From an optimization exercise on the open Yosys and OpenROAD flow, aimed at small area and a short achievable clock period; shortcuts taken in it are not production practice. Function was checked by simulation only, so behaviour that the tests miss may differ from the original. Power and IR drop assume default switching activity.

== raven ==
// eq_streaming
module eq_streaming #(
	parameter integer C_S_AXI_DATA_WIDTH = 32
)
(
    input aclk,
    input aresetn,
    input [C_S_AXI_DATA_WIDTH-1:0] D_READY,
    input [C_S_AXI_DATA_WIDTH-1:0] FFT_PTNS,
    input [C_S_AXI_DATA_WIDTH-1:0] FFT_BKTS,
    input [C_S_AXI_DATA_WIDTH-1:0] my_reg0,
    input [C_S_AXI_DATA_WIDTH-1:0] my_reg1,
    input [C_S_AXI_DATA_WIDTH-1:0] my_reg2,
    input [C_S_AXI_DATA_WIDTH-1:0] my_reg3,
    input [C_S_AXI_DATA_WIDTH-1:0] my_reg4,
    input [C_S_AXI_DATA_WIDTH-1:0] my_reg5,
    input [C_S_AXI_DATA_WIDTH-1:0] my_reg6,
    input [C_S_AXI_DATA_WIDTH-1:0] my_reg7,
    input [C_S_AXI_DATA_WIDTH-1:0] my_reg8,
    input [C_S_AXI_DATA_WIDTH-1:0] my_reg9,
    input [C_S_AXI_DATA_WIDTH-1:0] my_reg10,
    input [C_S_AXI_DATA_WIDTH-1:0] my_reg11,
    input [C_S_AXI_DATA_WIDTH-1:0] my_reg12,
    input [C_S_AXI_DATA_WIDTH-1:0] s_axis_data,
    output reg s_axis_ready,
    input s_axis_valid,
    output reg [C_S_AXI_DATA_WIDTH-1:0] m_axis_data,
    input m_axis_ready,
    output reg m_axis_valid
);
Size: roughly 1900 cells after synthesis, about 0.020 mm² of cells after synthesis.
==> flow/config.mk <==
export PLATFORM = sky130hd
export DESIGN_NAME = eq_streaming
export DESIGN_NICKNAME = eq_streaming
export VERILOG_FILES = /design/flow/design.v
export SDC_FILE = /design/flow/constraint.sdc
export NUM_CORES = 4
export LEC_CHECK = 0
export CAP_MARGIN = 20
export CORE_MARGIN = 2
export CORE_UTILIZATION = 45
export CTS_CLUSTER_DIAMETER = 80
export CTS_CLUSTER_SIZE = 20
export PLACE_DENSITY = 0.6
export SLEW_MARGIN = 20
export SYNTH_HIERARCHICAL = 1
==> flow/constraint.sdc <==
create_clock -name core_clock -period 10.0 [get_ports {aclk}]
set_input_delay 2.0000 -clock core_clock [delete_from_list [all_inputs] [get_ports {aclk}]]
set_output_delay 2.0000 -clock core_clock [all_outputs]
set_load 0.01 [all_outputs]
standard.sh (not shown) runs the stock make flow with config.mk's settings and CLKGATE_MAP_FILE= SYNTH_SCRIPT=/design/flow/synth_recipe.tcl, a recipe that flattens the netlist after the stock synthesis.
==> flow/flow/run.sh <==
#!/bin/bash
set -euo pipefail
MARGIN=$(cat flow/margin.txt)
bash standard.sh SETUP_SLACK_MARGIN=$MARGIN \
  "BUFFER_PORTS_ARGS=-buffer_cell sky130_fd_sc_hd__buf_1" finish > make_finish.log 2>&1
==> flow/flow/margin.txt <==
7.04
Both conditions hold for raven: the flow ran to the end and the final layout passed the timing, design-rule and antenna checks.
Relative to raven, the following input files were edited for willow:
Settings: CTS_CLUSTER_SIZE: 20 -> 30; CTS_CLUSTER_DIAMETER: 80 -> 100.
==> flow/flow/margin.txt <==
7
==> comparison <==
Post-route fraction of the period consumed by the critical path essentially unchanged between willow and raven. Of willow and raven, it is willow that has the lower detailed-routing wirelength on met1. Via-per-instance ratio is lower on willow. Max total detailed-routing wirelength across willow and raven: raven. The worst relative slew slack of raven and that of willow are within noise of each other. raven ended up with m_axis_data[24] as its critical path capture point; willow ended up with m_axis_valid. In the metrics for willow and raven, the one carrying the lower number of clock buffers inserted by TritonCTS is willow. Summary — proportion of power drawn by combinational gates, willow relative to raven: higher, by 1.1 points. raven was larger in final cell area than willow. On wire length of the first global-routing pass, raven loses to willow. On post-layout total power, raven loses to willow. willow | status: complete | timing, DRC, antenna: pass.
The following lists how indigo was set up differently from willow:
Settings: CTS_CLUSTER_SIZE changed from 30 to 24; CTS_CLUSTER_DIAMETER changed from 100 to 150.
==> comparison <==
Diff willow -> indigo: period utilization moved up, critical path depth moved up, combined buffer and inverter count along the critical path moved up, transition time at the pin with the least slew margin moved down. The fmax of indigo falls short of that of willow by 0.54%. Number of buffers other than clock buffers in the final layout shrinks slightly when moving from willow to indigo.

[separate check: timing with driven ports]
Ports are ideal in the flow. The routed layouts listed here were re-timed in OpenROAD.
Step 1, drivers: a clkbuf_16 drives aclk and a buf_2 each remaining input, both assumed.
Step 2 adds t to the input delays and takes it off the output delays; t is the mean of the earliest and latest rising clock arrival at the registers after step 1. Input paths then give back, and output paths get back, about the clock's delay inside the block.
Three values: ideal ports, drivers, drivers and shift; two values: the first two.
| run | t, ns | slack for setup (ns) | slew at the worst register clock pin (ns) | worst data-port slew with drivers (ns) |
|---|---|---|---|---|
| raven | 0.585 | 7.008 / 6.919 / 6.334 | 0.08 / 0.08 | 0.21 |
| willow | 0.567 | 7.015 / 6.924 / 6.357 | 0.11 / 0.11 | 0.22 |
| indigo | 0.554 | 6.999 / 6.886 / 6.332 | 0.11 / 0.11 | 0.21 |
After both steps setup and hold are still met in every run listed. For raven, which loses most, drivers alone change the setup slack by -0.089 ns; drivers and shift together by -0.674 ns.
